This design comes from an exercise in tuning for small area on the open sky130 flow, not from production work. At most, simulation tests tie the RTL to the original design; equivalence was not proved. For run 5, only the layout was checked, not whether the RTL still works. The clock port is modelled as an ideal driver; clocking choices that lean on that would not hold on a real chip. Power figures rest on the tool's default switching activity, not on a simulated workload.

### config.mk
export PLATFORM = sky130hd
export DESIGN_NAME = router_fifo
export DESIGN_NICKNAME = router_fifo
export VERILOG_FILES = /design/flow/design.v
export SDC_FILE = /design/flow/constraint.sdc
export NUM_CORES = 4
export LEC_CHECK = 0
export CAP_MARGIN = 20
export CORE_MARGIN = 2
export CORE_UTILIZATION = 60
export GPL_TIMING_DRIVEN = 0
export SLEW_MARGIN = 20
### constraint.sdc
create_clock -name core_clock -period 5.0 [get_ports {clk}]
set_input_delay 1.0000 -clock core_clock [delete_from_list [all_inputs] [get_ports {clk}]]
set_output_delay 1.0000 -clock core_clock [all_outputs]
set_load 0.01 [all_outputs]
### design.v
module router_fifo(clk,rstn,din,rd_enb,wr_enb,d_out,lfd_state,sft_rst,full,empty);
input [7:0] din;
input lfd_state;
input clk,rstn,rd_enb,sft_rst,wr_enb;
output reg [7:0] d_out;
output full,empty;
reg [4:0] wr_pntr, rd_pntr;
reg [6:0] cnt_m1;       
reg temp;
reg wrapped;            
reg [8:0] mem [0:15];   
wire clr = !rstn || sft_rst;
assign full  = (wr_pntr[4] != rd_pntr[4]) && (wr_pntr[3:0] == rd_pntr[3:0]);
assign empty = (wr_pntr == rd_pntr);
wire wr = wr_enb && !full;
wire rd = rd_enb && !empty;
wire valid = wrapped || (rd_pntr[3:0] < wr_pntr[3:0]);
wire [3:0] ra = wr_pntr[3:0] + ~rd_pntr[3:0];   
wire [3:0] sel_lo = 4'b1 << ra[1:0];
wire [3:0] sel_hi = {4{valid}} & (4'b1 << ra[3:2]);
reg  [8:0] q;
integer k;
always @* begin
  q = 9'd0;
  for (k = 0; k < 16; k = k + 1)
    q = q | ({9{sel_hi[k/4] & sel_lo[k%4]}} & mem[k]);
end
wire cnt_zero = &cnt_m1;
always @(posedge clk)
  temp <= rstn && lfd_state;
integer i;
always @(posedge clk)
  if (!clr && wr) begin
    for (i = 15; i > 0; i = i - 1) mem[i] <= mem[i-1];
    mem[0] <= {temp, din};
  end
always @(posedge clk)
  if (clr) begin
    wr_pntr <= 5'd0;
    wrapped <= 1'b0;
  end else if (wr) begin
    wr_pntr <= wr_pntr + 1'b1;
    if (&wr_pntr[3:0]) wrapped <= 1'b1;
  end
always @(posedge clk)
  if (!rstn) rd_pntr <= 5'd0;
  else if (!sft_rst && !cnt_zero && rd) rd_pntr <= rd_pntr + 1'b1;
always @(posedge clk)
  d_out <= (!clr && !cnt_zero && rd) ? q[7:0] : 8'd0;
always @(posedge clk)
  if (clr) cnt_m1 <= 7'h7f;
  else if (q[8]) cnt_m1 <= {1'b0, q[7:2]};
  else if (rd) cnt_m1 <= cnt_m1 - 1'b1;
endmodule
### flow/run.sh
#!/bin/bash
# Own layout flow:
#  1. the standard synthesis (standard.sh synth), unchanged;
#  2. its combinational logic re-mapped for area with ABC (remap.sh), every
#     flip-flop kept as the standard synthesis made it, and the result proven
#     equivalent to the standard netlist (if any step fails, the standard
#     netlist is kept);
#  3. the standard ORFS layout (standard.sh finish), with buf_1 port buffers,
#     no CTS dummy loads, and clock buffers downsized after CTS where the
#     flip-flop clock pins keep a slew under 110 ps (post_cts.tcl), and,
#     before repair_design (presize.tcl), nets with 30 or more loads split
#     into clusters driven by buf_2 (prebuf.tcl) and drivers of nets with a
#     slew over 1.2 ns upsized where that fixes it, so that repair_design
#     adds fewer and smaller buffers.
# Each tool's output goes to its own log file in this folder.
set -uo pipefail
W=$(pwd)
F=$W/flow
if [[ -x $FLOW_HOME/../tools/install/yosys/bin/yosys ]]; then
  export YOSYS=$FLOW_HOME/../tools/install/yosys/bin/yosys
fi
export BUFFER_PORTS_ARGS="-buffer_cell sky130_fd_sc_hd__buf_1"
export PRE_RESIZE_TCL=$F/presize.tcl
export POST_CTS_TCL=$F/post_cts.tcl
export CTS_ARGS="-sink_clustering_enable -repair_clock_nets -buf_list sky130_fd_sc_hd__clkbuf_8 -dont_use_dummy_load"
bash standard.sh synth > synth.log 2>&1 || exit 1
RES=$W/orfs/results/sky130hd/router_fifo/base
cp $RES/1_2_yosys.v $W/standard_netlist.v
if bash $F/remap.sh $W/standard_netlist.v $W/remapped.v $F/area.abc $W/remap > remap.log 2>&1; then
  echo "remapped netlist used" >> remap.log
  cp $W/remapped.v $RES/1_2_yosys.v
  rm -f $RES/1_synth.odb $RES/1_synth.sdc
  bash standard.sh synth > synth_remapped.log 2>&1 || exit 1
else
  echo "remap failed: standard netlist kept" >> remap.log
fi
bash standard.sh finish > layout.log 2>&1
### flow/area.abc
strash
&get -n
&st
&deepsyn -T 60
&dch -f
&nf -R 1000 -a
&put
topo
### flow/clkdown.tcl
# Downsize clock-tree buffers while every flip-flop clock pin keeps a slew
# under clk_slew_target (placement parasitics). Run after CTS.
proc clk_worst_slew {} {
  set worst 0
  foreach pin [all_registers -clock_pins] {
    foreach e {rise fall} {
      foreach a {min max} {
        set s [sta::time_ui_sta [get_property $pin slew_${a}_$e]]
        if {$s > $worst} { set worst $s }
      }
    }
  }
  return $worst
}
proc clk_downsize {target sizes} {
  set block [ord::get_db_block]
  estimate_parasitics -placement
  puts "clkdown: start worst clock pin slew [format %.1f [expr [clk_worst_slew]*1e12]] ps"
  # leaves first (they drive the flip-flops), the root last
  set insts {}
  foreach inst [$block getInsts] {
    if {[string match "sky130_fd_sc_hd__clkbuf_*" [[$inst getMaster] getName]] && [string match "clkbuf_*" [$inst getName]]} {
      lappend insts $inst
    }
  }
  set insts [lsort -command {apply {{a b} {expr {[string length [$b getName]] - [string length [$a getName]]}}}} $insts]
  foreach inst $insts {
    set name [$inst getName]
    set orig [[$inst getMaster] getName]
    foreach cand $sizes {
      if {$cand eq $orig} { break }
      replace_cell $name $cand
      estimate_parasitics -placement
      set w [clk_worst_slew]
      if {$w <= $target} {
        puts "clkdown: $name $orig -> $cand (worst [format %.1f [expr $w*1e12]] ps)"
        set orig $cand
        break
      }
      replace_cell $name $orig
    }
  }
  estimate_parasitics -placement
  puts "clkdown: end worst clock pin slew [format %.1f [expr [clk_worst_slew]*1e12]] ps"
}
### flow/dontuse.txt
sky130_fd_sc_hd__lpflow_bleeder_1
sky130_fd_sc_hd__lpflow_clkbufkapwr_1
sky130_fd_sc_hd__lpflow_clkbufkapwr_16
sky130_fd_sc_hd__lpflow_clkbufkapwr_2
sky130_fd_sc_hd__lpflow_clkbufkapwr_4
sky130_fd_sc_hd__lpflow_clkbufkapwr_8
sky130_fd_sc_hd__lpflow_clkinvkapwr_1
sky130_fd_sc_hd__lpflow_clkinvkapwr_16
sky130_fd_sc_hd__lpflow_clkinvkapwr_2
sky130_fd_sc_hd__lpflow_clkinvkapwr_4
sky130_fd_sc_hd__lpflow_clkinvkapwr_8
sky130_fd_sc_hd__lpflow_decapkapwr_12
sky130_fd_sc_hd__lpflow_decapkapwr_3
sky130_fd_sc_hd__lpflow_decapkapwr_4
sky130_fd_sc_hd__lpflow_decapkapwr_6
sky130_fd_sc_hd__lpflow_decapkapwr_8
sky130_fd_sc_hd__lpflow_inputiso0n_1
sky130_fd_sc_hd__lpflow_inputiso0p_1
sky130_fd_sc_hd__lpflow_inputiso1n_1
sky130_fd_sc_hd__lpflow_inputiso1p_1
sky130_fd_sc_hd__lpflow_inputisolatch_1
sky130_fd_sc_hd__lpflow_isobufsrc_1
sky130_fd_sc_hd__lpflow_isobufsrc_16
sky130_fd_sc_hd__lpflow_isobufsrc_2
sky130_fd_sc_hd__lpflow_isobufsrc_4
sky130_fd_sc_hd__lpflow_isobufsrc_8
sky130_fd_sc_hd__lpflow_isobufsrckapwr_16
sky130_fd_sc_hd__lpflow_lsbuf_lh_hl_isowell_tap_1
sky130_fd_sc_hd__lpflow_lsbuf_lh_hl_isowell_tap_2
sky130_fd_sc_hd__lpflow_lsbuf_lh_hl_isowell_tap_4
sky130_fd_sc_hd__lpflow_lsbuf_lh_isowell_4
sky130_fd_sc_hd__lpflow_lsbuf_lh_isowell_tap_1
sky130_fd_sc_hd__lpflow_lsbuf_lh_isowell_tap_2
sky130_fd_sc_hd__lpflow_lsbuf_lh_isowell_tap_4
sky130_fd_sc_hd__probe_p_8
sky130_fd_sc_hd__probec_p_8
### flow/genmodels.py
# Writes comb.v (Verilog models of the combinational cells, from the liberty
# functions) and seq.v (blackboxes of the sequential cells).
import re, sys
lib = open(sys.argv[1]).read()
comb, seq = [], []
def expr(f):
    f = f.strip().strip('"')
    f = f.replace('!', '~')
    f = re.sub(r'(?<=[\w)])\s+(?=[\w(~])', ' & ', f)  # implicit AND
    f = f.replace('*', '&').replace('+', '|')
    return f
for c in re.split(r'\n\s*cell\s*\(', lib)[1:]:
    name = re.match(r'\s*"?(\w+)"?', c).group(1)
    pins = re.findall(r'pin\s*\(\s*"?(\w+)"?\s*\)\s*\{(.*?)\n\s{8}\}', c, re.S)
    pins = []
    for m in re.finditer(r'\bpin\s*\(\s*"?(\w+)"?\s*\)', c):
        body = c[m.end():m.end()+20000]
        d = re.search(r'direction\s*:\s*"?(\w+)"?', body).group(1)
        fn = re.search(r'\bfunction\s*:\s*"([^"]*)"', body[:body.find('timing') if 'timing' in body else 3000])
        pins.append((m.group(1), d, fn.group(1) if fn else None))
    seen=set(); pins=[p for p in pins if not (p[0] in seen or seen.add(p[0]))]
    if not pins: continue
    is_seq = re.search(r'\b(ff|latch|statetable)\s*\(', c) is not None
    ports = ', '.join(p for p, _, _ in pins)
    decl = ''.join(f'  {"input" if d=="input" else "output" if d=="output" else "inout"} {p};\n' for p, d, _ in pins)
    if is_seq or any(d == 'output' and fn is None for p, d, fn in pins):
        seq.append(f'(* blackbox *)\nmodule {name}({ports});\n{decl}endmodule\n')
    else:
        body = ''.join(f'  assign {p} = {expr(fn)};\n' for p, d, fn in pins if d == 'output')
        comb.append(f'module {name}({ports});\n{decl}{body}endmodule\n')
open('comb.v', 'w').write('\n'.join(comb))
open('seq.v', 'w').write('\n'.join(seq))
print(len(comb), 'comb', len(seq), 'seq')

# Functional models of the plain and enable flip-flops, for the equivalence check.
ff = []
for n in re.findall(r'\n\s*cell\s*\(\s*"?(sky130_fd_sc_hd__e?dfxtp_\d)"?', lib):
    if n.split('__')[1].startswith('e'):
        ff.append(f'module {n}(CLK, D, DE, Q);\n  input CLK, D, DE;\n  output reg Q;\n  always @(posedge CLK) if (DE) Q <= D;\nendmodule\n')
    else:
        ff.append(f'module {n}(CLK, D, Q);\n  input CLK, D;\n  output reg Q;\n  always @(posedge CLK) Q <= D;\nendmodule\n')
open('ff.v', 'w').write('\n'.join(ff))
### flow/post_cts.tcl
# ORFS POST_CTS_TCL hook: downsize clock buffers while every flip-flop clock
# pin stays under 110 ps of slew.
source [file join [file dirname [info script]] clkdown.tcl]
set_propagated_clock [all_clocks]
clk_downsize 110e-12 {sky130_fd_sc_hd__clkbuf_1 sky130_fd_sc_hd__clkbuf_2 sky130_fd_sc_hd__clkbuf_4 sky130_fd_sc_hd__clkbuf_8}
### flow/prebuf.tcl
# Before repair_design: split every high-fanout signal net into clusters of
# at most $maxfo loads (k-means on location), each driven by one small buffer
# placed at its centroid. repair_design would otherwise drive such a net with
# a few very large buffers.
proc pb_kmeans {pts k iters} {
  set n [llength $pts]
  set sorted [lsort -real -index 0 $pts]
  set cents {}
  for {set i 0} {$i < $k} {incr i} { lappend cents [lindex $sorted [expr {int(($i + 0.5) * $n / $k)}]] }
  set asg {}
  for {set it 0} {$it < $iters} {incr it} {
    set asg {}
    foreach p $pts {
      set best 0; set bd 1e30
      for {set i 0} {$i < $k} {incr i} {
        set c [lindex $cents $i]
        set d [expr {abs([lindex $p 0]-[lindex $c 0]) + abs([lindex $p 1]-[lindex $c 1])}]
        if {$d < $bd} { set bd $d; set best $i }
      }
      lappend asg $best
    }
    set sx {}; set sy {}; set sn {}
    for {set i 0} {$i < $k} {incr i} { lappend sx 0.0; lappend sy 0.0; lappend sn 0 }
    foreach p $pts a $asg {
      lset sx $a [expr {[lindex $sx $a] + [lindex $p 0]}]
      lset sy $a [expr {[lindex $sy $a] + [lindex $p 1]}]
      lset sn $a [expr {[lindex $sn $a] + 1}]
    }
    for {set i 0} {$i < $k} {incr i} {
      if {[lindex $sn $i] > 0} {
        lset cents $i [list [expr {[lindex $sx $i] / [lindex $sn $i]}] [expr {[lindex $sy $i] / [lindex $sn $i]}]]
      }
    }
  }
  return [list $asg $cents]
}
proc prebuf {minfo maxfo bufcell} {
  set block [ord::get_db_block]
  set bm [[ord::get_db] findMaster $bufcell]
  set nb 0
  foreach net [$block getNets] {
    if {[$net getSigType] ne "SIGNAL"} { continue }
    if {[llength [$net getBTerms]] > 0} { continue }
    set loads {}
    set drv ""
    foreach it [$net getITerms] {
      if {[$it isOutputSignal]} { set drv $it } elseif {[$it isInputSignal]} { lappend loads $it }
    }
    set n [llength $loads]
    if {$drv eq "" || $n < $minfo} { continue }
    set k [expr {($n + $maxfo - 1) / $maxfo}]
    set pts {}
    foreach it $loads {
      set bb [[$it getInst] getBBox]
      lappend pts [list [expr {([$bb xMin] + [$bb xMax]) / 2.0}] [expr {([$bb yMin] + [$bb yMax]) / 2.0}]]
    }
    lassign [pb_kmeans $pts $k 30] asg cents
    set name [$net getName]
    for {set i 0} {$i < $k} {incr i} {
      set c [lindex $cents $i]
      set bname "prebuf_${nb}"
      set onet [odb::dbNet_create $block "${bname}_net"]
      set b [odb::dbInst_create $block $bm $bname]
      [$b findITerm A] connect $net
      [$b findITerm X] connect $onet
      $b setLocation [expr {int([lindex $c 0])}] [expr {int([lindex $c 1])}]
      $b setPlacementStatus PLACED
      set cnt 0
      foreach it $loads a $asg {
        if {$a == $i} { $it disconnect; $it connect $onet; incr cnt }
      }
      puts "prebuf: net $name ($n loads): $bname drives $cnt"
      incr nb
    }
  }
  puts "prebuf: $nb buffers inserted"
  if {$nb > 0} { detailed_placement }
}
### flow/presize.tcl
proc ps_load_slew {drv_inst_name out_pin} {
  set worst 0
  set net [get_nets -of_objects [get_pins $drv_inst_name/$out_pin]]
  foreach p [get_pins -of_objects $net -filter "direction == input"] {
    foreach e {rise fall} {
      set s [sta::time_ui_sta [get_property $p slew_max_$e]]
      if {$s > $worst} { set worst $s }
    }
  }
  foreach e {rise fall} {
    set s [sta::time_ui_sta [get_property [get_pins $drv_inst_name/$out_pin] slew_max_$e]]
    if {$s > $worst} { set worst $s }
  }
  return $worst
}
proc presize {limit} {
  set block [ord::get_db_block]
  set db [ord::get_db]
  estimate_parasitics -placement
  set n 0
  foreach inst [$block getInsts] {
    set m [$inst getMaster]
    set mname [$m getName]
    if {![regexp {^(sky130_fd_sc_hd__[a-z0-9]+)_([0-9]+)$} $mname -> base size]} { continue }
    if {[string match "*df*" $base] || [string match "*clk*" $base] || [string match "*tap*" $base]} { continue }
    set outs {}
    foreach mt [$m getMTerms] {
      if {[$mt getIoType] eq "OUTPUT" && [$mt getSigType] eq "SIGNAL"} { lappend outs [$mt getName] }
    }
    if {[llength $outs] != 1} { continue }
    set out [lindex $outs 0]
    set iname [$inst getName]
    if {[ps_load_slew $iname $out] <= $limit} { continue }
    # bigger variants of the same cell, smallest first
    set cands {}
    foreach lib [$db getLibs] {
      foreach cm [$lib getMasters] {
        if {[regexp "^${base}_(\[0-9\]+)\$" [$cm getName] -> s] && $s > $size} {
          lappend cands [list [expr {[$cm getWidth]}] [$cm getName]]
        }
      }
    }
    set done 0
    foreach c [lsort -integer -index 0 $cands] {
      replace_cell $iname [lindex $c 1]
      estimate_parasitics -placement
      if {[ps_load_slew $iname $out] <= $limit} {
        puts "presize: $iname $mname -> [lindex $c 1]"
        incr n; set done 1; break
      }
    }
    if {!$done} { replace_cell $iname $mname; estimate_parasitics -placement }
  }
  puts "presize: $n drivers upsized"
}

source [file join [file dirname [info script]] prebuf.tcl]
prebuf 30 36 sky130_fd_sc_hd__buf_2
presize 1.2e-9
### flow/remap.sh
#!/bin/bash
# remap.sh IN.v OUT.v ABC_SCRIPT WORKDIR
# Re-maps the combinational logic of the standard synthesis netlist IN.v with
# ABC_SCRIPT, keeping every flip-flop instance (name, cell type, connections),
# then proves OUT.v equivalent to IN.v. Exits non-zero if anything fails.
set -euo pipefail
H=$(dirname $(realpath $0))
IN=$(realpath $1); OUT=$2; S=$(realpath $3); W=$4
mkdir -p $W; W=$(realpath $W)
LIB=${LIB:-$FLOW_HOME/platforms/sky130hd/lib/sky130_fd_sc_hd__tt_025C_1v80.lib}
YOSYS=${YOSYS:-yosys}
(cd $W && python3 $H/genmodels.py $LIB)
DU=""
for c in $(cat $H/dontuse.txt); do DU="$DU -dont_use $c"; done
for p in 'sky130_fd_sc_hd__lpflow_*' 'sky130_fd_sc_hd__clkdlybuf*' 'sky130_fd_sc_hd__dlygate*' \
         'sky130_fd_sc_hd__dlymetal*' 'sky130_fd_sc_hd__clkbuf_*' 'sky130_fd_sc_hd__clkinv*' \
         'sky130_fd_sc_hd__probe*' 'sky130_fd_sc_hd__buf_*'; do DU="$DU -dont_use $p"; done
cat > $W/flat.ys <<EOF
read_verilog -lib $W/seq.v
read_verilog $W/comb.v
read_verilog $IN
hierarchy -top router_fifo
flatten
rename -hide w:*.*
proc
techmap
opt -fast
opt_clean
write_verilog -noattr $W/gates.v
EOF
cat > $W/map.ys <<EOF
read_liberty -lib $LIB
read_verilog $W/gates.v
hierarchy -top router_fifo
techmap
opt -fast
abc -liberty $LIB $DU -script $S
opt_clean
hilomap -singleton -hicell sky130_fd_sc_hd__conb_1 HI -locell sky130_fd_sc_hd__conb_1 LO
insbuf -buf sky130_fd_sc_hd__buf_1 A X
splitnets
opt_clean
check -assert -mapped
tee -o $W/remap_stat.txt stat -liberty $LIB
write_verilog -noattr -nohex -nodec $W/remap.v
EOF
cat > $W/equiv.ys <<EOF
read_verilog $W/ff.v
read_verilog $W/comb.v
read_verilog $IN
rename router_fifo gold
read_verilog $W/remap.v
rename router_fifo gate
hierarchy -check
flatten gold gate
proc
opt_clean
rename -hide gold/w:_* gold/w:*.* gate/w:_* gate/w:*.*
equiv_make gold gate eq
hierarchy -top eq
equiv_simple -undef
equiv_induct -undef
equiv_status -assert
EOF
$YOSYS -q -l $W/flat.log $W/flat.ys
$YOSYS -q -l $W/map.log $W/map.ys
$YOSYS -q -l $W/equiv.log $W/equiv.ys
# same flip-flops, by instance name and cell type
ffs() { grep -oE '^\s*sky130_fd_sc_hd__e?dfxtp_[0-9]+\s+\S+' $1 | awk '{print $1, $2}' | sort; }
cmp <(ffs $IN) <(ffs $W/remap.v)
[ "$(ffs $IN | wc -l)" -gt 0 ]
cp $W/remap.v $OUT
### standard.sh
#!/bin/bash
# synth_recipe.tcl (not shown) runs the flow's synth.tcl, then flattens the netlist and writes it again
# the make line also repeats each setting of config.mk as NAME=value (left out here)
make -C /OpenROAD-flow-scripts/flow DESIGN_CONFIG=/design/flow/config.mk WORK_HOME=/design/flow/orfs CLKGATE_MAP_FILE= SYNTH_SCRIPT=/design/flow/synth_recipe.tcl "${@:-finish}"
==> flow_metrics.tcl, run 1 <==
set metrics [dict create \
    end_kind "register" \
    grt_max_degree 49 \
    multi_input_area_sq_um 1290 \
    grt_antenna_before_repair 0 \
    first_global_vias 3297 \
    leakage_nw 2.09 \
    vias 3446 \
    worst_ep_arrival_time_ns 4.27 \
    drc 0 \
    p_sw_frac 0.204 \
    seq_power_share 0.697 \
    finClkSkew_ns 0.0358 \
    fp.dieArea_sq_um 11100 \
    combinationalPowerShare 0.038 \
    drtIter0Drc 488 \
    core_sq_um 9860 \
    clkPwrFrac 0.265 \
    min_path_type "register to register" \
    dp_cells 519 \
    post_drt_wl_per_cell_um 21.7 \
    grt_use_total 0.225 \
    crit_path_start_kind "register" \
    fmax_ghz 0.264 \
    power_mw 2.27 \
    finalSetupViolCount 0 \
    hold_viol 0 \
    crit_top_cell "a21oi_1" \
    required_ns 5.48 \
    drive_gt1_frac 0.0769 \
    post-route-util 0.671 \
    syn_to_final_growth_pct 7.80 \
    n_antenna_cell 0 \
    internal-power_mw 1.81 \
    ant_nets 0 \
    timing.final.crit_share 0.757 \
    grt_pass1_wl_mm 18.1 \
    regArea_sq_um 4860 \
    r2r_start "rd_pntr[1]" \
    rsz0062_at_grt "false" \
    cap_violations 0 \
    syn_inst 359 \
    tns_ns 0 \
    io-pin-count 24 \
    finalMaxSlewViolations 0 \
    die_x_um 105 \
    worst-path-buf-inv 0 \
    final_cells 536 \
    grt_remaining_overflow 0 \
    layout.nets 419 \
    path_clk_slew_ns 0.10 \
    dp_hpwl_mm 6.80 \
    synth_area_sq_um 6140 \
    p_sw_mw 0.464 \
    ys_warn_count 2 \
    clk_latency_ns 0.56 \
    first_pass_iters 8 \
    gp_congestion 0.751 \
    powerDensity_nw_per_um2 344 \
    min_period_ns 3.79 \
    worstHoldStart "mem[3][5]" \
    criticalPathCategory "register to register" \
    viasPerCell 6.43 \
    critPathTopFamily "simple AND/OR/NAND/NOR gates" \
    initial_core_util 0.623 \
    critPathMaxFanout 17 \
    crit_start "rd_pntr[1]" \
    io_buffers 23 \
    slowest_stage "nor2_2" \
    rows 36 \
    vdd_drop_max_v 0.000232 \
    r2r_slack_ns 1.21 \
    synth.avg_cell_area_sq_um 17.1 \
    worst_slew_pin_slew_ns 1.16 \
    cts_tree "yes" \
    synth_nets 373 \
    clkSinkCount 171 \
    slew_headroom 0.222 \
    finalWirelength_mm 11.6 \
    cp_cell_sequence "xor2_1 > nor3b_1 > a21oi_1 > nor2_1 > a21oi_1 > o21ai_0 > nand2_1 > nor2_2 > a22o_1 > a221oi_1 > and3_1 > a21oi_1 > or2_0 > o22a_1" \
    outcome "complete, no violations" \
    critical_path.max_stage_delay_ns 0.82 \
    die_h_um 105 \
    fill_cells 685 \
]
==> layer usage <==
metal | vias up | part of all wire | global-route usage
met5 | - | 0 | 0
met4 | 0 | 0.016 | 0.0990
met3 | 16 | 0.072 | 0.0724
met2 | 134 | 0.46 | 0.324
met1 | 1717 | 0.45 | 0.317
li1 | 1579 | - | -
==> cell type report, without the clock buffers <==
| class | count | share of cell area |
|---|---|---|
| Tap cell | 133 | 0.0251 |
| Sequential cell | 171 | 0.735 |
| Multi-Input combinational cell | 182 | 0.195 |
| Buffer | 4 | 0.00302 |
| Timing Repair Buffer | 23 | 0.0130 |
| Inverter | 6 | 0.00340 |
==> cells in the final DEF (no fill, tap or decap), drive strengths merged, types with 9 or more instances in the layout <==
cell,count
a221oi,16
xor2,9
nor3,9
clkbuf,17
edfxtp,144
a21oi,15
and2,13
and3,12
dfxtp,27
buf,27
nor2,20
a222oi,33
==> state kept, by name, summed over array words and instances (netlist names) <==
| signal | flops |
|---|---|
| mem | 144 |
| rd_pntr | 5 |
| wrapped | 1 |
| wr_pntr | 5 |
| temp | 1 |
| d_out | 8 |
| cnt_m1 | 7 |
==> power by group through the flow <==
stage	Combinational, mW	Sequential, mW	Clock, mW
floorplan	0.0564	1.61	0
global placement	0.0812	1.62	0
detailed placement	0.0854	1.62	0
global route	0.0945	1.59	0.676
finish	0.0854	1.59	0.604
==> through the flow <==
stage                     setup slack [ns]  instance area, sq um  hold WS [ns]
final                                 1.21                  6620         0.418
after global placement               0.111                  6400         0.393
after global routing                 0.887                  6620         0.423
after detailed placement              1.27                  6440         0.391
after floorplan                       1.10                  6150         0.386
==> final timing paths <==
path / to / cells after the start
max reg2reg: cnt_m1[3] / 14
min: mem[4][5] / 0
min reg2reg: mem[4][5] / 0
max: cnt_m1[3] / 14
==> worst register-to-register path, stage by stage (launching register included) <==
cell	delay, ns
dfxtp_1	0.36
xor2_1	0.21
nor3b_1	0.28
a21oi_1	0.10
nor2_1	0.10
a21oi_1	0.09
o21ai_0	0.25
nand2_1	0.21
nor2_2	0.82
a22o_1	0.27
a221oi_1	0.05
and3_1	0.26
a21oi_1	0.17
or2_0	0.34
o22a_1	0.20
==> run 2: changes to the inputs <==
--- a/flow/run.sh
+++ b/flow/run.sh
@@ -7,7 +7,7 @@
 #     netlist is kept);
 #  3. the standard ORFS layout (standard.sh finish), with buf_1 port buffers,
 #     no CTS dummy loads, and clock buffers downsized after CTS where the
-#     flip-flop clock pins keep a slew under 110 ps (post_cts.tcl), and,
+#     flip-flop clock pins keep a slew under 116 ps (post_cts.tcl), and,
 #     before repair_design (presize.tcl), nets with 30 or more loads split
 #     into clusters driven by buf_2 (prebuf.tcl) and drivers of nets with a
 #     slew over 1.2 ns upsized where that fixes it, so that repair_design
==> flow/post_cts.tcl (replaced) <==
# ORFS POST_CTS_TCL hook: downsize clock buffers while every flip-flop clock
# pin stays under 116 ps of slew.
source [file join [file dirname [info script]] clkdown.tcl]
set_propagated_clock [all_clocks]
clk_downsize 116e-12 {sky130_fd_sc_hd__clkbuf_1 sky130_fd_sc_hd__clkbuf_2 sky130_fd_sc_hd__clkbuf_4 sky130_fd_sc_hd__clkbuf_8}
--- a/config.mk
+++ b/config.mk
@@ -7,6 +7,6 @@
 export LEC_CHECK = 0
 export CAP_MARGIN = 20
 export CORE_MARGIN = 2
-export CORE_UTILIZATION = 60
+export CORE_UTILIZATION = 50
 export GPL_TIMING_DRIVEN = 0
 export SLEW_MARGIN = 20
==> flow_metrics.tcl, run 2 <==
set metrics [dict create \
    finalWirelength_mm 12.4 \
    viasPerCell 6.32 \
    setup_ws_ns 1.08 \
    endpoint "cnt_m1[4]" \
    slowest_stage "nor2_2" \
    n_antenna_cell 0 \
    combinationalPowerShare 0.039 \
    layout_common_cells "edfxtp_1, a222oi_1, dfxtp_1" \
    timing.final.crit_share 0.784 \
    place_ws_ns 1.19 \
    p_sw_frac 0.211 \
    fp.dieArea_sq_um 13200 \
    grt_remaining_overflow 0 \
    path_clk_slew_ns 0.11 \
    critical_path.max_stage_delay_ns 0.90 \
    syn_to_final_growth_pct 7.97 \
    r2r_start "wr_pntr[1]" \
    io_buffers 23 \
    power_mw 2.26 \
    grt_pass1_wl_mm 19.0 \
    outcome "complete, no violations" \
    stdcell_area_sq_um 6630 \
    dp_hpwl_mm 7.00 \
    layout_commonest_cell "edfxtp_1" \
    clkPwrFrac 0.259 \
    rows 40 \
    grt_antenna_before_repair 0 \
    io-pin-count 24 \
    slew_headroom 0.247 \
    die_x_um 115 \
    criticalPathCategory "register to register" \
    grt_use_total 0.199 \
    largest_reg_flops 144 \
    final_cells 550 \
    die_h_um 115 \
    drc 0 \
    synth.avg_cell_area_sq_um 17.1 \
    critPathMaxFanout 17 \
    min_path_type "register to register" \
    cp_cell_sequence "xor2_1 > nor3b_1 > a21oi_1 > nor2_1 > a21oi_1 > o21ai_0 > nand2_1 > nor2_2 > a22o_1 > a221oi_1 > and3_1 > a21oi_1 > or2_0 > o32a_1" \
    rsz0062_at_grt "false" \
    seq_power_share 0.703 \
    gp_congestion 0.750 \
    first_pass_iters 5 \
    whs_ns 0.433 \
    post_drt_wl_per_cell_um 22.5 \
    initial_core_util 0.511 \
    tns_ns 0 \
    synth_area_sq_um 6140 \
    cap_violations 0 \
    cts_tree "yes" \
    hold_viol 0 \
    required_ns 5.38 \
    internal-power_mw 1.78 \
    rr_worst_depth 14 \
    vdd_drop_max_v 0.000156 \
    core_sq_um 12000 \
    p_sw_mw 0.475 \
    layout.nets 419 \
    crit_top_cell "a21oi_1" \
    post-route-util 0.552 \
    finalMaxSlewViolations 0 \
    synth_nets 373 \
    powerDensity_nw_per_um2 340 \
    clkSinkCount 171 \
    ant_nets 0 \
    worst_ep_arrival_time_ns 4.31 \
    drive_gt1_frac 0.0819 \
    crit_start "wr_pntr[1]" \
    place_area_sq_um 6480 \
    leakage_nw 2.09 \
    crit_path_start_kind "register" \
    min_period_ns 3.92 \
    clk_latency_ns 0.44 \
    grt_max_degree 43 \
    finClkSkew_ns 0.0287 \
    end_kind "register" \
    r2r_slack_ns 1.08 \
    rr_endpoint "cnt_m1[4]" \
    ys_warn_count 2 \
    dp_cells 533 \
    drtIter0Drc 492 \
    finalSetupViolCount 0 \
    worst_slew_pin_slew_ns 1.13 \
    fmax_ghz 0.255 \
    first_global_vias 3399 \
    syn_inst 359 \
    vias 3475 \
]
run 2: layout make-up, without the clock buffers:
type,count,area (sq um)
Inverter,6,22.5
Sequential cell,171,4860
Tap cell,147,184
Multi-Input combinational cell,182,1310
Buffer,4,20.0
Fill cell,995,5380
Timing Repair Buffer,23,86.3
run 2: worst min path at each step:
stage | startpoint | endpoint | slack (ns) | cells after the start
floorplan | temp | mem[0][8] | 0.39 | 0
global placement | temp | mem[0][8] | 0.39 | 0
detailed placement | temp | mem[0][8] | 0.40 | 0
global route | mem[1][5] | mem[2][5] | 0.44 | 0
finish | mem[1][5] | mem[2][5] | 0.43 | 0
run 2: power groups by stage:
| stage | sequential (mW) | clock (mW) | combinational, mW |
|---|---|---|---|
| 6_report | 1.59 | 0.584 | 0.0871 |
| 5_1_grt | 1.59 | 0.659 | 0.0951 |
| 3_5_place_dp | 1.62 | 0 | 0.0870 |
| 3_3_place_gp | 1.62 | 0 | 0.0824 |
| 2_1_floorplan | 1.61 | 0 | 0.0564 |
run 2: routing by layer:
metal / up-vias / track usage / wire, um
met4: 0 / 0.0610 / 136
met5: - / 0 / 0
li1: 1583 / - / -
met3: 12 / 0.0669 / 780
met1: 1763 / 0.286 / 5670
met2: 117 / 0.293 / 5780
run 2: critical path, delay by kind of cell (launching register included):
family	cells	cell delay, ns
compound gates	7	1.21
xor+xnor	1	0.15
simple gates	6	2.09
flops	1	0.41
==> run 3: changes to the inputs <==
--- a/config.mk
+++ b/config.mk
@@ -7,6 +7,6 @@
 export LEC_CHECK = 0
 export CAP_MARGIN = 20
 export CORE_MARGIN = 2
-export CORE_UTILIZATION = 50
+export CORE_UTILIZATION = 60
 export GPL_TIMING_DRIVEN = 0
 export SLEW_MARGIN = 20
==> flow_metrics.tcl, run 3 <==
set metrics [dict create \
    criticalPathCategory "register to register" \
    core_sq_um 9860 \
    syn_to_final_growth_pct 7.60 \
    powerDensity_nw_per_um2 342 \
    grt_remaining_overflow 0 \
    first_global_vias 3293 \
    dp_hpwl_mm 6.80 \
    critPathTopFamily "simple AND/OR/NAND/NOR gates" \
    end_kind "register" \
    grt_max_degree 49 \
    largest_reg_flops 144 \
    syn_inst 359 \
    drc 0 \
    fill_cells 685 \
    finalMaxSlewViolations 0 \
    post_drt_wl_per_cell_um 21.7 \
    leakage_nw 2.09 \
    hold_viol 0 \
    first_pass_iters 5 \
    synth_area_sq_um 6140 \
    vdd_drop_max_v 0.000233 \
    min_period_ns 3.78 \
    path_clk_slew_ns 0.10 \
    min_path_type "register to register" \
    gp_congestion 0.751 \
    critPathMaxFanout 17 \
    grt_use_total 0.225 \
    clk_latency_ns 0.44 \
    fp.dieArea_sq_um 11100 \
    die_x_um 105 \
    worst-path-buf-inv 0 \
    required_ns 5.38 \
    tns_ns 0 \
    vias 3472 \
    cts_tree "yes" \
    finalWirelength_mm 11.6 \
    timing.final.crit_share 0.755 \
    n_antenna_cell 0 \
    slew_headroom 0.206 \
    power_mw 2.26 \
    outcome "complete, no violations" \
    finClkSkew_ns 0.0341 \
    io_buffers 23 \
    worst_slew_pin_slew_ns 1.18 \
    die_h_um 105 \
    r2r_start "rd_pntr[1]" \
    worstHoldStart "temp" \
    rows 36 \
    place_ws_ns 1.27 \
    viasPerCell 6.48 \
    io-pin-count 24 \
    cp_cell_sequence "xor2_1 > nor3b_1 > a21oi_1 > nor2_1 > a21oi_1 > o21ai_0 > nand2_1 > nor2_2 > a22o_1 > a221oi_1 > and3_1 > a21oi_1 > or2_0 > o32a_1" \
    crit_top_cell "a21oi_1" \
    drive_gt1_frac 0.0769 \
    synth_nets 373 \
    worst_ep_arrival_time_ns 4.16 \
    layout_common_cells "edfxtp_1, a222oi_1, dfxtp_1" \
    finalSetupViolCount 0 \
    grt_antenna_before_repair 0 \
    slowest_stage "nor2_2" \
    layout.nets 419 \
    setup_ws_ns 1.22 \
    layout_commonest_cell "edfxtp_1" \
    grt_pass1_wl_mm 18.1 \
    critical_path.max_stage_delay_ns 0.83 \
    ant_nets 0 \
    initial_core_util 0.623 \
    crit_start "rd_pntr[1]" \
    synth.avg_cell_area_sq_um 17.1 \
    cap_violations 0 \
    rsz0062_at_grt "false" \
    crit_path_start_kind "register" \
    clkSinkCount 171 \
    drtIter0Drc 511 \
    ys_warn_count 2 \
    fmax_ghz 0.265 \
]
==> run 3: final cells by class, without the clock buffers <==
| type | instances | area [sq um] | area share |
|---|---|---|---|
| Timing Repair Buffer | 23 | 86.3 | 0.0131 |
| Inverter | 6 | 22.5 | 0.00341 |
| Multi-Input combinational cell | 182 | 1290 | 0.195 |
| Sequential cell | 171 | 4860 | 0.736 |
| Buffer | 4 | 20.0 | 0.00303 |
| Tap cell | 133 | 166 | 0.0252 |
==> run 3: final timing paths <==
| check | endpoint | slack (ns) | depth (start not counted) |
|---|---|---|---|
| max | cnt_m1[1] | 1.22 | 14 |
| min | mem[0][8] | 0.42 | 0 |
| max reg2reg | cnt_m1[1] | 1.22 | 14 |
| min reg2reg | mem[0][8] | 0.42 | 0 |
==> run 3: metal layers <==
metal	track usage	up-vias	wire (um)
met3	0.0649	22	789
met2	0.324	135	5300
met1	0.317	1733	5280
li1	-	1582	-
met5	0	-	0
met4	0.110	0	279
==> run 3: report_power, final <==
part	internal (mW)	total (mW)	leakage, nW	switching [mW]
registers	1.57	1.59	1.56	0.0165
logic	0.0279	0.0854	0.435	0.0575
clock network	0.201	0.589	0.0912	0.388
==> run 3: worst register-to-register path, delay by kind of cell (launching register included) <==
family / cells / cell delay (ns)
XOR/XNOR: 1 / 0.21
AO/OA/AOI/OAI: 7 / 1.14
flip-flops: 1 / 0.36
AND/OR/NAND/NOR: 6 / 2.02
==> run 3: metrics by stage <==
step	instances	instance area, sq um	util	hold WS, ns
after floorplan	359	6150	-	0.386
after detailed placement	519	6440	0.653	0.391
after global placement	515	6400	0.649	0.393
final	536	6610	0.670	0.418
after global routing	536	6610	0.670	0.422
==> run 4: changes to the inputs <==
--- a/flow/genmodels.py
+++ b/flow/genmodels.py
@@ -11,14 +11,14 @@
     return f
 for c in re.split(r'\n\s*cell\s*\(', lib)[1:]:
     name = re.match(r'\s*"?(\w+)"?', c).group(1)
-    pins = re.findall(r'pin\s*\(\s*"?(\w+)"?\s*\)\s*\{(.*?)\n\s{8}\}', c, re.S)
     pins = []
     for m in re.finditer(r'\bpin\s*\(\s*"?(\w+)"?\s*\)', c):
         body = c[m.end():m.end()+20000]
         d = re.search(r'direction\s*:\s*"?(\w+)"?', body).group(1)
         fn = re.search(r'\bfunction\s*:\s*"([^"]*)"', body[:body.find('timing') if 'timing' in body else 3000])
         pins.append((m.group(1), d, fn.group(1) if fn else None))
-    seen=set(); pins=[p for p in pins if not (p[0] in seen or seen.add(p[0]))]
+    seen = set()  # some cells list a pin twice
+    pins = [p for p in pins if not (p[0] in seen or seen.add(p[0]))]
     if not pins: continue
     is_seq = re.search(r'\b(ff|latch|statetable)\s*\(', c) is not None
     ports = ', '.join(p for p, _, _ in pins)
--- a/config.mk
+++ b/config.mk
@@ -5,8 +5,8 @@
 export SDC_FILE = /design/flow/constraint.sdc
 export NUM_CORES = 4
 export LEC_CHECK = 0
-export CAP_MARGIN = 20
+export CAP_MARGIN = 0
 export CORE_MARGIN = 2
 export CORE_UTILIZATION = 60
 export GPL_TIMING_DRIVEN = 0
-export SLEW_MARGIN = 20
+export SLEW_MARGIN = 0
==> flow_metrics.tcl, run 4 <==
set metrics [dict create \
    whs_ns 0.418 \
    required_ns 5.38 \
    ant_nets 0 \
    wl_met1_mm 5.17 \
    min_path_type "register to register" \
    fmax_ghz 0.269 \
    fp.dieArea_sq_um 11100 \
    clk_latency_ns 0.44 \
    grt_remaining_overflow 0 \
    io-pin-count 24 \
    finalSetupViolCount 0 \
    layout.nets 419 \
    n_antenna_cell 0 \
    finalWirelength_mm 11.6 \
    crit_start "rd_pntr[1]" \
    wl_met3_um 875 \
    internal-power_mw 1.80 \
    worst_slew_pin_slew_ns 1.22 \
    rr_endpoint "cnt_m1[0]" \
    place_ws_ns 1.27 \
    io_buffers 23 \
    post-route-util 0.669 \
    largest_reg_flops 144 \
    setup_ws_ns 1.28 \
    outcome "complete, no violations" \
    seq_power_share 0.702 \
    post_drt_wl_per_cell_um 21.7 \
    worst_ep_arrival_time_ns 4.10 \
    layout_common_cells "edfxtp_1, a222oi_1, dfxtp_1" \
    core_sq_um 9860 \
    clkPwrFrac 0.260 \
    hold_viol 0 \
    powerDensity_nw_per_um2 342 \
    rsz0062_at_grt "false" \
    grt_max_degree 49 \
    finClkSkew_ns 0.0354 \
    tns_ns 0 \
    critPathMaxFanout 18 \
    combinationalPowerShare 0.038 \
    syn_to_final_growth_pct 7.48 \
    worstHoldPathCells 0 \
    drc 0 \
    synth_area_sq_um 6140 \
    clkSinkCount 171 \
    layout_commonest_cell "edfxtp_1" \
    grt_pass1_wl_mm 18.1 \
    dp_cells 519 \
    drtIter0Drc 513 \
    die_x_um 105 \
    first_global_vias 3293 \
    rows 36 \
    cts_tree "yes" \
    endpoint "cnt_m1[0]" \
    slew_headroom 0.183 \
    crit_path_start_kind "register" \
    criticalPathCategory "register to register" \
    drive_gt1_frac 0.0744 \
    dp_hpwl_mm 6.80 \
    top_layer "met4" \
    vias 3438 \
    timing.final.crit_share 0.745 \
    synth.avg_cell_area_sq_um 17.1 \
    final_cells 536 \
    r2r_slack_ns 1.28 \
    die_h_um 105 \
    syn_inst 359 \
    gp_congestion 0.751 \
    path_clk_slew_ns 0.10 \
    rr_worst_depth 14 \
    grt_use_total 0.225 \
    finalMaxSlewViolations 0 \
    min_period_ns 3.72 \
    wl_met2_mm 5.29 \
    grt_antenna_before_repair 0 \
    end_kind "register" \
    initial_core_util 0.623 \
    viasPerCell 6.41 \
    first_pass_iters 6 \
    leakage_nw 2.09 \
    ys_warn_count 2 \
    p_sw_frac 0.204 \
    p_sw_mw 0.462 \
    vdd_drop_max_v 0.000232 \
    synth_nets 373 \
    r2r_start "rd_pntr[1]" \
    cap_violations 0 \
]
run 4: cell types whose count changed in the layout (fill, tap and decap cells not counted):
cell,delta
xor2_1,+1
xor2_2,-1
run 4: area by class of cell, without the clock buffers:
type,instances,area [sq um]
inverter,6,22.5
tap,133,166
fill,688,3260
buffer,4,20.0
sequential,171,4860
timing repair buffer,23,86.3
multi-input combinational,182,1280
run 4: through the flow:
step                      cell area (sq um)  power, mW
after global routing                   6600       2.34
after detailed placement               6440       1.70
final                                  6600       2.26
after global placement                 6400       1.70
after floorplan                        6150       1.67
run 4: metal layers:
| metal | track usage | up-vias |
|---|---|---|
| met5 | 0 | - |
| met4 | 0.110 | 0 |
| met3 | 0.0649 | 23 |
| met2 | 0.324 | 141 |
| met1 | 0.317 | 1691 |
| li1 | - | 1583 |
run 4: critical path, stage by stage, from the launching register on:
cell and delay (ns):
dfxtp_1 0.36, xor2_1 0.21, nor3b_1 0.27, a21oi_1 0.10, nor2_1 0.10, a21oi_1 0.08
o21ai_0 0.24, nand2b_1 0.20, nor2_2 0.84, a22o_1 0.24, a221oi_1 0.05, and3_1 0.26
a21oi_1 0.17, or2_0 0.33, o22a_1 0.20
run 4: power by group through the flow:
stage          combinational (mW)  sequential, mW  clock, mW
6_report                   0.0855            1.59      0.589
5_1_grt                    0.0942            1.59      0.657
3_5_place_dp               0.0854            1.62          0
3_3_place_gp               0.0812            1.62          0
2_1_floorplan              0.0564            1.61          0
run 4: worst min-delay path by stage:
stage / start / end / slack, ns
finish: temp / mem[0][8] / 0.42
global placement: temp / mem[0][8] / 0.39
global route: temp / mem[0][8] / 0.42
floorplan: temp / mem[0][8] / 0.39
detailed placement: temp / mem[0][8] / 0.39
==> run 5: changes to the inputs <==
--- a/design.v
+++ b/design.v
@@ -15,25 +15,12 @@
 wire wr = wr_enb && !full;
 wire rd = rd_enb && !empty;
 wire valid = wrapped || (rd_pntr[3:0] < wr_pntr[3:0]);
-wire [3:0] ra = wr_pntr[3:0] + ~rd_pntr[3:0];   
-wire [3:0] sel_lo = 4'b1 << ra[1:0];
-wire [3:0] sel_hi = {4{valid}} & (4'b1 << ra[3:2]);
-reg  [8:0] q;
-integer k;
-always @* begin
-  q = 9'd0;
-  for (k = 0; k < 16; k = k + 1)
-    q = q | ({9{sel_hi[k/4] & sel_lo[k%4]}} & mem[k]);
-end
+wire [8:0] q = valid ? mem[rd_pntr[3:0]] : 9'd0;
 wire cnt_zero = &cnt_m1;
 always @(posedge clk)
   temp <= rstn && lfd_state;
-integer i;
 always @(posedge clk)
-  if (!clr && wr) begin
-    for (i = 15; i > 0; i = i - 1) mem[i] <= mem[i-1];
-    mem[0] <= {temp, din};
-  end
+  if (!clr && wr) mem[wr_pntr[3:0]] <= {temp, din};
 always @(posedge clk)
   if (clr) begin
     wr_pntr <= 5'd0;
==> run.sh (new file) <==
#!/bin/bash
# synth_recipe.tcl (not shown) runs the flow's synth.tcl, then flattens the netlist and writes it again
# the make line also repeats each setting of config.mk as NAME=value (left out here)
make -C /OpenROAD-flow-scripts/flow DESIGN_CONFIG=/design/flow/config.mk WORK_HOME=/design/flow/orfs CLKGATE_MAP_FILE= SYNTH_SCRIPT=/design/flow/synth_recipe.tcl finish
--- a/config.mk
+++ b/config.mk
@@ -5,8 +5,8 @@
 export SDC_FILE = /design/flow/constraint.sdc
 export NUM_CORES = 4
 export LEC_CHECK = 0
-export CAP_MARGIN = 0
+export CAP_MARGIN = 20
 export CORE_MARGIN = 2
 export CORE_UTILIZATION = 60
-export GPL_TIMING_DRIVEN = 0
-export SLEW_MARGIN = 0
+export CTS_BUF_LIST = sky130_fd_sc_hd__clkbuf_8
+export SLEW_MARGIN = 20
removed: flow/run.sh
removed: flow/area.abc
removed: flow/clkdown.tcl
removed: flow/dontuse.txt
removed: flow/genmodels.py
removed: flow/post_cts.tcl
removed: flow/prebuf.tcl
removed: flow/presize.tcl
removed: flow/remap.sh
removed: standard.sh
==> flow_metrics.tcl, run 5 <==
set metrics [dict create \
    outcome "complete, no violations" \
    io_buffers 23 \
    post_cts_resized 0 \
    cts_tree "yes" \
    core_sq_um 11400 \
    regArea_sq_um 4950 \
    numCtsBuffers 17 \
    leakage_nw 2.45 \
    viasPerCell 6.12 \
    grt_use_total 0.246 \
    criticalPathCategory "register to output port" \
    critPathTopFamily "buffers and inverters" \
    r2r_slack_ns 1.76 \
    gp_congestion 0.843 \
    rsz0062_at_grt "false" \
    critPathMaxFanout 9 \
    first_pass_iters 5 \
    grt_pass1_wl_mm 22.0 \
    ys_ff_latch 175 \
    synthSimpleGateAreaFrac 0.0904 \
    yosysTopAreaCell "edfxtp_1" \
    post_drt_wl_per_cell_um 23.6 \
    crit_path_start_kind "register" \
    synthXorXnorAreaFrac 0.0198 \
    cts_hold_buf 0 \
    synthTopCellsByCount "edfxtp_1, mux4_2, dfxtp_1" \
    layout_common_cells "edfxtp_1, mux4_2, dfxtp_1" \
    slew_headroom 0.378 \
    synth_area_sq_um 7000 \
    io-pin-count 24 \
    powerDensity_nw_per_um2 326 \
    worst-path-buf-inv 2 \
    synth.avg_cell_area_sq_um 16.9 \
    finClkSkew_ns 0.0149 \
    crit_start "wr_pntr[2]" \
    clk_latency_ns 0.47 \
    dp_hpwl_mm 9.37 \
    slowest_stage "dfxtp_1" \
    clkSinkCount 175 \
    cts.path.max_buffers 2 \
    ys_types 40 \
    cts_root_buf "clkbuf_8" \
    cp_cell_sequence "inv_1 > ha_1 > nand4_1 > nor2b_1 > clkdlybuf4s50_1" \
    post-route-util 0.674 \
    cap_violations 0 \
    htree_levels 4 \
    fmax_ghz 0.277 \
    synth_edf_count 144 \
    ys_warn_count 1 \
    yosysMostFrequentCell "edfxtp_1" \
    path_clk_slew_ns 0.08 \
    layout_commonest_cell "edfxtp_1" \
    timing.final.crit_share 0.723 \
    die_h_um 112 \
    n_antenna_cell 0 \
    initial_core_util 0.613 \
    syn_to_final_growth_pct 9.90 \
    min_period_ns 3.61 \
    ant_nets 0 \
    ys.flop_type "edfxtp_1" \
    async_flop_share 0 \
    drive_gt1_frac 0.170 \
    cp.depth 5 \
    finalMaxSlewViolations 0 \
    endpoint "full" \
    finalWirelength_mm 14.2 \
    rows 39 \
    synth_nets 439 \
    finalSetupViolCount 0 \
    tns_ns 0 \
    cts_setup_buffers 0 \
    grt_max_degree 40 \
    fill_cells 793 \
    worst_ep_arrival_time_ns 2.61 \
    fp.dieArea_sq_um 12600 \
    yosys.area_share.adder 0.0196 \
    required_ns 4.00 \
    first_global_vias 3657 \
    end_kind "output port" \
    synth.top_cell.area_share 0.617 \
    multi_input_area_sq_um 1910 \
    synth_top_family_by_area "multiplexers" \
    largest_reg_flops 144 \
    grt_antenna_before_repair 0 \
    syn_inst 414 \
    drtIter0Drc 312 \
    drc 0 \
    vias 3676 \
    synth_area_leaders "edfxtp_1, mux4_2, dfxtp_1" \
    yosysSeqAreaShare 0.706 \
    vdd_drop_max_v 0.000239 \
    synth_compound_area_frac 0.0230 \
    die_x_um 112 \
    min_path_type "register to register" \
    r2r_start "wr_pntr[2]" \
    critical_path.max_stage_delay_ns 0.58 \
    layout.nets 470 \
    rr_worst_depth 8 \
    worst_slew_pin_slew_ns 0.930 \
    hold_viol 0 \
    grt_remaining_overflow 0 \
    synthMuxAreaShare 0.120 \
    rr_endpoint "mem[8][5]" \
]
-- run 5: logic make-up (layout without fill, tap and decap cells) --
group,after synthesis,in the layout
buf+inv,27,71
fa+ha+maj,11,11
simple gates,120,120
compound gates,25,25
xor+xnor,15,15
mux,41,41
flops,175,175
-- run 5: through the flow --
step | instance area [sq um] | cells | total power, mW | hold slack (ns) | setup slack, ns
5_1_grt | 7700 | 601 | 2.59 | 0.523 | 1.20
3_5_place_dp | 7350 | 569 | 1.69 | 0.472 | 1.41
2_1_floorplan | 7000 | 414 | 1.65 | 0.446 | 2.26
4_1_cts | 7700 | 601 | 2.52 | 0.485 | 1.39
3_3_place_gp | 7350 | 569 | 1.69 | 0.478 | 1.52
6_report | 7700 | 601 | 2.51 | 0.483 | 1.39
-- run 5: worst min-delay path by stage --
stage / start / end / slack (ns) / cells past startpoint
after floorplan: wrapped / wrapped / 0.45 / 2
final: wrapped / wrapped / 0.48 / 2
after detailed placement: wrapped / wrapped / 0.47 / 2
after CTS: wrapped / wrapped / 0.49 / 2
after global routing: wrapped / wrapped / 0.52 / 2
after global placement: wrapped / wrapped / 0.48 / 2
-- run 5: layout make-up --
type | count | share of cell area
Clock buffer | 17 | 0.0304
Clock inverter | 15 | 0.0145
Inverter | 9 | 0.00439
Multi-Input combinational cell | 212 | 0.248
Sequential cell | 175 | 0.643
Tap cell | 143 | 0.0232
Timing Repair Buffer | 30 | 0.0367
-- run 5: worst min-delay path: cells and delay by family, from the launching register on --
| kind | cells | cell delay, ns |
|---|---|---|
| AOI/OAI and AO/OA | 1 | 0.06 |
| buffers and inverters | 1 | 0.07 |
| DFF | 1 | 0.32 |
-- run 5: layer usage --
| layer | routed length [um] | track usage | vias up |
|---|---|---|---|
| met4 | 326 | 0.102 | 0 |
| met1 | 6590 | 0.386 | 1845 |
| met3 | 873 | 0.0464 | 21 |
| li1 | - | - | 1656 |
| met5 | 0 | 0 | - |
| met2 | 6420 | 0.347 | 154 |
-- run 5: power breakdown --
group	internal, mW	leakage [nW]	switching, mW
combinational	0.0276	0.720	0.0437
clock	0.348	0.182	0.506
sequential	1.58	1.55	0.00661
total	1.95	2.45	0.556
==> run 6: changes to the inputs <==
--- a/design.v
+++ b/design.v
@@ -15,7 +15,15 @@
 wire wr = wr_enb && !full;
 wire rd = rd_enb && !empty;
 wire valid = wrapped || (rd_pntr[3:0] < wr_pntr[3:0]);
-wire [8:0] q = valid ? mem[rd_pntr[3:0]] : 9'd0;
+wire [3:0] sel_lo = 4'b1 << rd_pntr[1:0];
+wire [3:0] sel_hi = {4{valid}} & (4'b1 << rd_pntr[3:2]);
+reg  [8:0] q;
+integer k;
+always @* begin
+  q = 9'd0;
+  for (k = 0; k < 16; k = k + 1)
+    q = q | ({9{sel_hi[k/4] & sel_lo[k%4]}} & mem[k]);
+end
 wire cnt_zero = &cnt_m1;
 always @(posedge clk)
   temp <= rstn && lfd_state;
==> flow/run.sh (new file) <==
#!/bin/bash
# Standard ORFS layout with smaller port buffers, no CTS dummy loads and
# power/area recovery on non-critical gates. Full make output in flow.log.
set -euo pipefail
export BUFFER_PORTS_ARGS="-buffer_cell sky130_fd_sc_hd__buf_1"
export CTS_ARGS="-sink_clustering_enable -repair_clock_nets -buf_list sky130_fd_sc_hd__clkbuf_8 -dont_use_dummy_load -sink_clustering_size 30 -sink_clustering_max_diameter 80"
export RECOVER_POWER=100
bash standard.sh finish > flow.log 2>&1
==> standard.sh (new file) <==
#!/bin/bash
# synth_recipe.tcl (not shown) runs the flow's synth.tcl, then flattens the netlist and writes it again
# the make line also repeats each setting of config.mk as NAME=value (left out here)
make -C /OpenROAD-flow-scripts/flow DESIGN_CONFIG=/design/flow/config.mk WORK_HOME=/design/flow/orfs CLKGATE_MAP_FILE= SYNTH_SCRIPT=/design/flow/synth_recipe.tcl "${@:-finish}"
--- a/config.mk
+++ b/config.mk
@@ -8,5 +8,4 @@
 export CAP_MARGIN = 20
 export CORE_MARGIN = 2
 export CORE_UTILIZATION = 60
-export CTS_BUF_LIST = sky130_fd_sc_hd__clkbuf_8
 export SLEW_MARGIN = 20
removed: run.sh
==> flow_metrics.tcl, run 6 <==
set metrics [dict create \
    r2r_slack_ns 1.42 \
    async_flop_share 0 \
    fill_cells 791 \
    outcome "failed layout checks" \
    grt_use_total 0.272 \
    vdd_drop_max_v 0.000228 \
    syn_to_final_growth_pct 6.04 \
    rr_worst_depth 8 \
    p_sw_frac 0.197 \
    gp_congestion 0.899 \
    ant_nets 0 \
    cts_hold_buf 0 \
    ys_ff_latch 171 \
    layout.nets 519 \
    grt_pass1_wl_mm 24.1 \
    r2r_start "rd_pntr[2]" \
    clk_latency_ns 0.45 \
    drtIter0Drc 528 \
    core_sq_um 11000 \
    min_period_ns 3.58 \
    synth.avg_cell_area_sq_um 14.6 \
    grt_max_degree 51 \
    finalSetupViolCount 0 \
    largest_reg_flops 144 \
    end_kind "register" \
    grt_remaining_overflow 0 \
    clkSinkCount 171 \
    dp_hpwl_mm 10.3 \
    required_ns 5.04 \
    post_cts_resized 0 \
    grt_antenna_before_repair 0 \
    numCtsBuffers 17 \
    drc 0 \
    rsz0062_at_grt "false" \
    initial_core_util 0.622 \
    first_global_vias 3959 \
    synth_nets 495 \
    hold_viol 0 \
    yosysSeqAreaShare 0.712 \
    fp.dieArea_sq_um 12300 \
    drive_gt1_frac 0.0634 \
    io-pin-count 24 \
    die_x_um 111 \
    violations "capacitance limit, slew limit" \
    finClkSkew_ns 0.0272 \
    powerDensity_nw_per_um2 320 \
    synth_area_sq_um 6830 \
    ys_types 50 \
    worstHoldPathCells 2 \
    crit_path_start_kind "register" \
    vias 4124 \
    fmax_ghz 0.279 \
    tns_ns 0 \
    worst_ep_arrival_time_ns 3.62 \
    layout_commonest_cell "edfxtp_1" \
    ys.flop_type "edfxtp_1" \
    whs_ns 0.477 \
    seq_power_share 0.669 \
    worstHoldStart "wrapped" \
    synthTopCellsByCount "edfxtp_1, a22oi_1, nor2_1" \
    die_h_um 111 \
    min_path_type "register to register" \
    worst_slew_pin_slew_ns 1.52 \
    layout_common_cells "edfxtp_1, nor2_1, a22oi_1" \
    rr_endpoint "mem[0][2]" \
    io_buffers 23 \
    worstHoldEndpoint "wrapped" \
    leakage_nw 2.25 \
    clkPwrFrac 0.303 \
    yosysMostFrequentCell "edfxtp_1" \
    combinationalPowerShare 0.027 \
    cap_violations 1 \
    viasPerCell 6.56 \
    critPathMaxFanout 43 \
    timing.final.crit_share 0.717 \
    n_antenna_cell 0 \
    criticalPathCategory "register to register" \
    synth_edf_count 144 \
    cts_tree "yes" \
    ys_warn_count 1 \
    cts_setup_buffers 0 \
    htree_levels 4 \
    synth_area_leaders "edfxtp_1, dfxtp_1, a22oi_1" \
    synth.top_cell.area_share 0.633 \
    first_pass_iters 6 \
    p_sw_mw 0.457 \
    rows 38 \
    yosysTopAreaCell "edfxtp_1" \
    cts.path.max_buffers 2 \
    syn_inst 467 \
    post_drt_wl_per_cell_um 25.3 \
    path_clk_slew_ns 0.07 \
    internal-power_mw 1.86 \
    slew_headroom -0.0133 \
    finalMaxSlewViolations 36 \
    finalWirelength_mm 15.9 \
    cts_root_buf "clkbuf_8" \
]
[run 6: worst max path at each step]
stage	slack, ns	startpoint	end	cells after the start
finish	1.42	rd_pntr[2]	mem[0][2]	8
global route	1.18	rd_pntr[2]	mem[0][2]	8
CTS	1.69	rd_pntr[2]	mem[12][5]	8
detailed placement	1.72	rd_pntr[2]	mem[13][4]	8
global placement	1.83	rd_pntr[2]	mem[12][6]	8
floorplan	2.12	wr_pntr[2]	mem[2][0]	10
[run 6: kinds of logic after synthesis]
family                   Yosys count  synth area share
buffers and inverters             38            0.0242
XOR/XNOR                          15            0.0203
flip-flops                       171             0.712
multiplexers                      13            0.0233
AND/OR/NAND/NOR                  103            0.0732
AO/OA/AOI/OAI                    113             0.122
adder cells (fa/ha/maj)           14            0.0256
[run 6: layer usage]
layer | share of wire | up-vias | track usage
li1 | - | 1846 | -
met1 | 0.44 | 2028 | 0.401
met2 | 0.45 | 229 | 0.389
met3 | 0.094 | 21 | 0.0875
met4 | 0.020 | 0 | 0.0900
met5 | 0 | - | 0
[run 6: area by class of cell]
cell class | count | area, sq um | share of cell area
Clock buffer | 17 | 234 | 0.0323
Inverter | 12 | 45.0 | 0.00622
Multi-Input combinational cell | 258 | 1790 | 0.247
Sequential cell | 171 | 4870 | 0.671
Tap cell | 140 | 175 | 0.0242
Timing Repair Buffer | 31 | 135 | 0.0186
[run 6: power groups by stage]
stage	clock network, mW	registers (mW)	logic (mW)
3_5_place_dp	0	1.59	0.0637
4_1_cts	0.719	1.55	0.0638
3_3_place_gp	0	1.59	0.0628
2_1_floorplan	0	1.58	0.0301
5_1_grt	0.773	1.55	0.0690
6_report	0.705	1.55	0.0636
[run 6: worst max-delay path: stages, from the launching register on]
cell and delay, ns:
dfxtp_1 0.31, buf_4 0.39, ha_1 0.33, nand4_1 0.14, nor2b_1 0.08, nor2b_1 0.39, nor2b_1 0.33, nand2_1 0.19
nor3_1 1.01
[run 6: stage by stage]
stage,worst slack [ns],std cells,power [mW],utilization,area [sq um]
global route,1.18,629,2.40,0.660,7250
CTS,1.69,629,2.34,0.663,7280
detailed placement,1.72,612,1.65,0.641,7040
floorplan,2.12,467,1.61,-,6830
global placement,1.83,612,1.65,0.641,7040
finish,1.42,629,2.32,0.660,7250
==> run 7: changes to the inputs <==
==> flow/run.sh (replaced) <==
#!/bin/bash
# Standard ORFS layout with smaller port buffers, no CTS dummy loads and
# power/area recovery on non-critical gates. Full make output in flow.log.
set -euo pipefail
export BUFFER_PORTS_ARGS="-buffer_cell sky130_fd_sc_hd__buf_1"
export CTS_ARGS="-sink_clustering_enable -repair_clock_nets -buf_list sky130_fd_sc_hd__clkbuf_8 -dont_use_dummy_load"
export RECOVER_POWER=100
bash standard.sh finish > flow.log 2>&1
==> flow_metrics.tcl, run 7 <==
set metrics [dict create \
    powerDensity_nw_per_um2 320 \
    largest_reg_flops 144 \
    async_flop_share 0 \
    r2r_slack_ns 1.42 \
    end_kind "register" \
    core_sq_um 11000 \
    fill_cells 791 \
    fp.dieArea_sq_um 12300 \
    cap_violations 1 \
    drc 0 \
    ant_nets 0 \
    vias 4124 \
    worst_slew_pin_slew_ns 1.52 \
    syn_inst 467 \
    io-pin-count 24 \
    initial_core_util 0.622 \
    synth_area_sq_um 6830 \
    finClkSkew_ns 0.0272 \
    drive_gt1_frac 0.0634 \
    slew_headroom -0.0133 \
    n_antenna_cell 0 \
    cts_root_buf "clkbuf_8" \
    viasPerCell 6.56 \
    gp_congestion 0.899 \
    criticalPathCategory "register to register" \
    yosysSeqAreaShare 0.712 \
    ys_warn_count 1 \
    fmax_ghz 0.279 \
    finalWirelength_mm 15.9 \
    rsz0062_at_grt "false" \
    ys.flop_type "edfxtp_1" \
    min_path_type "register to register" \
    min_period_ns 3.58 \
    multi_input_area_sq_um 1790 \
    tns_ns 0 \
    leakage_nw 2.25 \
    synth_area_leaders "edfxtp_1, dfxtp_1, a22oi_1" \
    first_global_vias 3959 \
    grt_max_degree 51 \
    yosysMostFrequentCell "edfxtp_1" \
    synth_nets 495 \
    io_buffers 23 \
    finalSetupViolCount 0 \
    vdd_drop_max_v 0.000228 \
    first_pass_iters 6 \
    cts.path.max_buffers 2 \
    crit_path_start_kind "register" \
    grt_remaining_overflow 0 \
    rows 38 \
    cts_hold_buf 0 \
    cts_tree "yes" \
    layout_commonest_cell "edfxtp_1" \
    hold_viol 0 \
    dp_hpwl_mm 10.3 \
    numCtsBuffers 17 \
    die_x_um 111 \
    synthTopCellsByCount "edfxtp_1, a22oi_1, nor2_1" \
    worst_ep_arrival_time_ns 3.62 \
    outcome "failed layout checks" \
    ys_ff_latch 171 \
    path_clk_slew_ns 0.07 \
    cts_setup_buffers 0 \
    grt_antenna_before_repair 0 \
    power_mw 2.32 \
    layout.nets 519 \
    yosysTopAreaCell "edfxtp_1" \
    grt_pass1_wl_mm 24.1 \
    grt_use_total 0.272 \
    violations "capacitance limit, slew limit" \
    final_cells 629 \
    dp_cells 612 \
    timing.final.crit_share 0.717 \
    htree_levels 4 \
    required_ns 5.04 \
    synth.top_cell.area_share 0.633 \
    finalMaxSlewViolations 36 \
    layout_common_cells "edfxtp_1, nor2_1, a22oi_1" \
    syn_to_final_growth_pct 6.04 \
    ys_types 50 \
    regArea_sq_um 4870 \
    clkSinkCount 171 \
    clk_latency_ns 0.45 \
    synth.avg_cell_area_sq_um 14.6 \
    drtIter0Drc 528 \
    post-route-util 0.660 \
    die_h_um 111 \
    whs_ns 0.477 \
    critPathMaxFanout 43 \
    post_drt_wl_per_cell_um 25.3 \
    post_cts_resized 0 \
    synth_edf_count 144 \
]
[run 7: path summary, 6_finish.rpt]
path / startpoint / endpoint / depth (start not counted)
worst max-delay path: rd_pntr[2] / mem[0][2] / 8
worst min-delay path: wrapped / wrapped / 2
worst max register to register: rd_pntr[2] / mem[0][2] / 8
worst min register to register: wrapped / wrapped / 2
[run 7: critical path: stages, from the launching register on]
cell     delay [ns]
dfxtp_1        0.31
buf_4          0.39
ha_1           0.33
nand4_1        0.14
nor2b_1        0.08
nor2b_1        0.39
nor2b_1        0.33
nand2_1        0.19
nor3_1         1.01
[run 7: kinds of logic after synthesis]
logic type,synth area share
and+or+nand+nor,0.0732
adders and majority gates,0.0256
DFF,0.712
xor gates and xnor gates,0.0203
buffers and inverters,0.0242
AOI/OAI and AO/OA,0.122
muxes,0.0233
[run 7: layout make-up]
class,instances,area share
sequential,171,0.671
timing repair buffer,31,0.0186
inverter,12,0.00622
multi-input combinational,258,0.247
clock buffer,17,0.0323
tap,140,0.0242
[run 7: where the power goes]
group          switching [mW]  total [mW]  internal (mW)
clock network           0.405       0.705          0.300
registers             0.00562        1.55           1.55
logic                  0.0470      0.0636         0.0167
[run 7: per-layer routing]
layer,wire [um],global-route usage,part of all wire,vias to the layer above
met1,7000,0.401,0.44,2028
met2,7100,0.389,0.45,229
met4,318,0.0900,0.020,0
met5,0,0,0,-
met3,1500,0.0875,0.094,21
li1,-,-,-,1846
[run 7: per-stage QoR]
| step | setup WS, ns | instance area, sq um |
|---|---|---|
| final | 1.42 | 7250 |
| after global routing | 1.18 | 7250 |
| after CTS | 1.69 | 7280 |
| after detailed placement | 1.72 | 7040 |
| after global placement | 1.83 | 7040 |
| after floorplan | 2.12 | 6830 |

[port drivers added, routing unchanged]
In the flow no input, the clock included, has a driving cell. The finished layouts below were timed again as built, in two steps.
Step 1 sets driving cells, clkbuf_16 on the clock port and buf_2 on the other inputs (assumed; they add their load-dependent delay and slew).
Step 2, shift: input delay + t, output delay - t, t = (earliest + latest rising clock arrival at the registers) / 2. This alone moves slack from input paths to output paths.
Slacks: no drivers / after step 1 / after step 2; pairs: no drivers / after step 1.
run	t (ns)	setup slack, ns	worst hold slack (ns)	worst setup path after step 2	latest minus earliest clock arrival (ns)
run 1	0.578	1.214 / 1.214 / 1.214	0.418 / 0.418 / 0.418	register to register	0.036 / 0.036
run 2	0.458	1.079 / 1.079 / 1.079	0.433 / 0.433 / 0.433	register to register	0.029 / 0.029
run 3	0.457	1.224 / 1.224 / 1.224	0.418 / 0.418 / 0.418	register to register	0.036 / 0.036
run 4	0.459	1.276 / 1.276 / 1.276	0.418 / 0.418 / 0.418	register to register	0.036 / 0.037
run 5	0.492	1.387 / 1.354 / 1.428	0.483 / 0.483 / 0.483	input to register	0.016 / 0.016
run 6	0.475	1.416 / 1.416 / 1.416	0.477 / 0.477 / 0.477	register to register	0.027 / 0.027
run 7	0.475	1.416 / 1.416 / 1.416	0.477 / 0.477 / 0.477	register to register	0.027 / 0.027
